Source: an optimization exercise on an open RTL-to-GDS flow (aim: small area). Production flows keep margins and buffers that such runs may drop.
Only simulation tests tie the RTL to the original design; equivalence was not proved.
Power is estimated from default activity; no workload was simulated.

== lane 1 ==
Design multi_object_trigger_runtime, start of the top module:
module multi_object_trigger_runtime #(
    parameter integer OBJECT_AMOUNT = 16
) (
    input centi_second_tick,
    input object_control_level,
    input clk_calculation,
    input reset,
    input [9:0] x,
    input [9:0] y,
    input [2:0] object_movement_direction,
    input [9:0] object_pos_x,
    input [9:0] object_pos_y,
    input [9:0] object_w,
    input [9:0] object_h,
    input [4:0] object_speed,
    input [7:0] object_destroy_time,
    input [1:0] object_destroy_trigger,
    input [9:0] player_pos_x,
    input [9:0] player_pos_y,
    input [9:0] player_w,
    input [9:0] player_h,
    input  [9:0]  display_pos_x1,
    input  [9:0]  display_pos_y1,
    input  [9:0]  display_pos_x2,
    input  [9:0]  display_pos_y2,
    input sync_object_position,
    input is_reset_stage,
    output reg update_object_position,
    output wire object_signal,
    output reg is_trigger_player
);
Settings: LEC_CHECK=0, CAP_MARGIN=20, CORE_MARGIN=2, CORE_UTILIZATION=65, PLACE_DENSITY=0.72, SETUP_SLACK_MARGIN=0.1, SLEW_MARGIN=20; clock period 8.0 ns.
standard.sh (not shown) runs the stock make flow with config.mk's settings and CLKGATE_MAP_FILE= SYNTH_SCRIPT=/design/flow/synth_recipe.tcl, a recipe that flattens the netlist after the stock synthesis.
==> flow/flow/run.sh <==
#!/bin/bash
# Layout flow: the standard flow (standard.sh), with these changes:
#  - synthesis maps the logic with an area-oriented ABC script (flow/abc_area.script)
#    in place of ORFS's delay-oriented one; everything else in synthesis is the
#    standard script (synth_recipe.tcl + ORFS synth.tcl), so registers are unchanged;
#  - ports are buffered with buf_2 cells (instead of the slow clkdlybuf4s50 delay cells);
#  - clock tree synthesis uses clkbuf_4 clock buffers and no dummy loads.
# Each tool's output goes to logs in this folder (ORFS keeps its own under orfs/logs).
set -euo pipefail
W=$(pwd)
ABC="$W/flow/abc_area.script"

# ORFS synth.tcl with the ABC script swapped (abc_args is "-script <file> ...")
sed -e "s#^source \$::env(SCRIPTS_DIR)/synth_preamble.tcl\$#&\nset abc_args [lreplace \$abc_args 1 1 $ABC]#" \
    "$FLOW_HOME/scripts/synth.tcl" > "$W/synth_body.tcl"
grep -q 'lreplace $abc_args 1 1' "$W/synth_body.tcl"
# The standard flow's synthesis wrapper, sourcing that copy
sed -e "s#source \$::env(SCRIPTS_DIR)/synth.tcl#source $W/synth_body.tcl#" \
    "$W/synth_recipe.tcl" > "$W/own_synth.tcl"
grep -q "synth_body.tcl" "$W/own_synth.tcl"

CTS="-sink_clustering_enable -repair_clock_nets -dont_use_dummy_load -buf_list sky130_fd_sc_hd__clkbuf_4"
bash "$W/standard.sh" "SYNTH_SCRIPT=$W/own_synth.tcl" "CTS_ARGS=$CTS" \
    "BUFFER_PORTS_ARGS=-buffer_cell sky130_fd_sc_hd__buf_2" finish > "$W/standard.log" 2>&1
test -s "$W/out/final.def"
==> flow/flow/abc_area.script <==
strash
&get -n
&st
&dch -f
&nf -a -R 1000
&put
Edits applied to the flow inputs when going from lane 1 to lane 2:
# lane 1
export LEC_CHECK = 0
export CAP_MARGIN = 20
export CORE_MARGIN = 2
export CORE_UTILIZATION = 65
export PLACE_DENSITY = 0.72
export SETUP_SLACK_MARGIN = 0.1
export SLEW_MARGIN = 20
create_clock -name core_clock -period 8.0 [get_ports {clk_calculation}]
# lane 2
export LEC_CHECK = 0
export CAP_MARGIN = 20
export CORE_MARGIN = 2
export CORE_UTILIZATION = 65
export PLACE_DENSITY = 0.72
export SLEW_MARGIN = 20
create_clock -name core_clock -period 8.0 [get_ports {clk_calculation}]
==> flow/run.sh (new file) <==
#!/bin/bash
# synth_recipe.tcl (not shown) runs the flow's synth.tcl, then flattens the netlist and writes it again
# the make line also repeats each setting of config.mk as NAME=value (left out here)
make -C /OpenROAD-flow-scripts/flow DESIGN_CONFIG=/design/flow/config.mk WORK_HOME=/design/flow/orfs CLKGATE_MAP_FILE= SYNTH_SCRIPT=/design/flow/synth_recipe.tcl finish
removed: flow/flow/run.sh
removed: flow/flow/abc_area.script
removed: flow/standard.sh
### Flow results
- Ratio of cells with drive above 1 in the final layout was higher in the run labelled lane 1.
- Measured against lane 2, the synthesized cell count of lane 1 comes out at 0.856 times the reference value.
- Against lane 1, buffer count excluding the clock tree in the final layout in lane 2 rose by a few percent.
- Switching component of the power, lane 2 and lane 1: larger value in lane 2
- Summary of lane 2 over lane 1: tap cell count up 6.9%, met2 routing resource usage after global routing up 3.1 points, effective utilization at floorplan down 0.21 points.
- Of lane 2 and lane 1, the lower post-DP HPWL belongs to lane 1.
- Lane 2 ran in full, but the layout does not pass; the checks complain about setup timing.

[port drivers added, routing unchanged]
No port has a modelled driver above. Below, the same layouts with a new extraction and two added sets of constraints. Step 1 sets driving cells, clkbuf_16 on the clock port and buf_2 on the other inputs (assumed; they add their load-dependent delay and slew). Step 2 also shifts input and output timing later by t, the mid clock arrival at the registers, as if the neighbouring blocks saw the same clock. Slacks: ideal / step 1 / step 2; pairs: ideal / step 1.
| run | shift t [ns] | setup slack, ns | slew at the worst register clock pin (ns) | cell pins on the clock port's net |
|---|---|---|---|---|
| lane 1 | 1.517 | 0.063 / -0.107 / -0.107 | 0.08 / 0.08 | 1 |
| lane 2 | 0.991 | -0.114 / -0.143 / -0.143 | 0.07 / 0.07 | 1 |
With both steps, setup timing fails in lane 1, where it was met with ideal ports. The setup slack of lane 1, which loses most, moves by -0.170 ns with the drivers and by -0.170 ns with both steps.
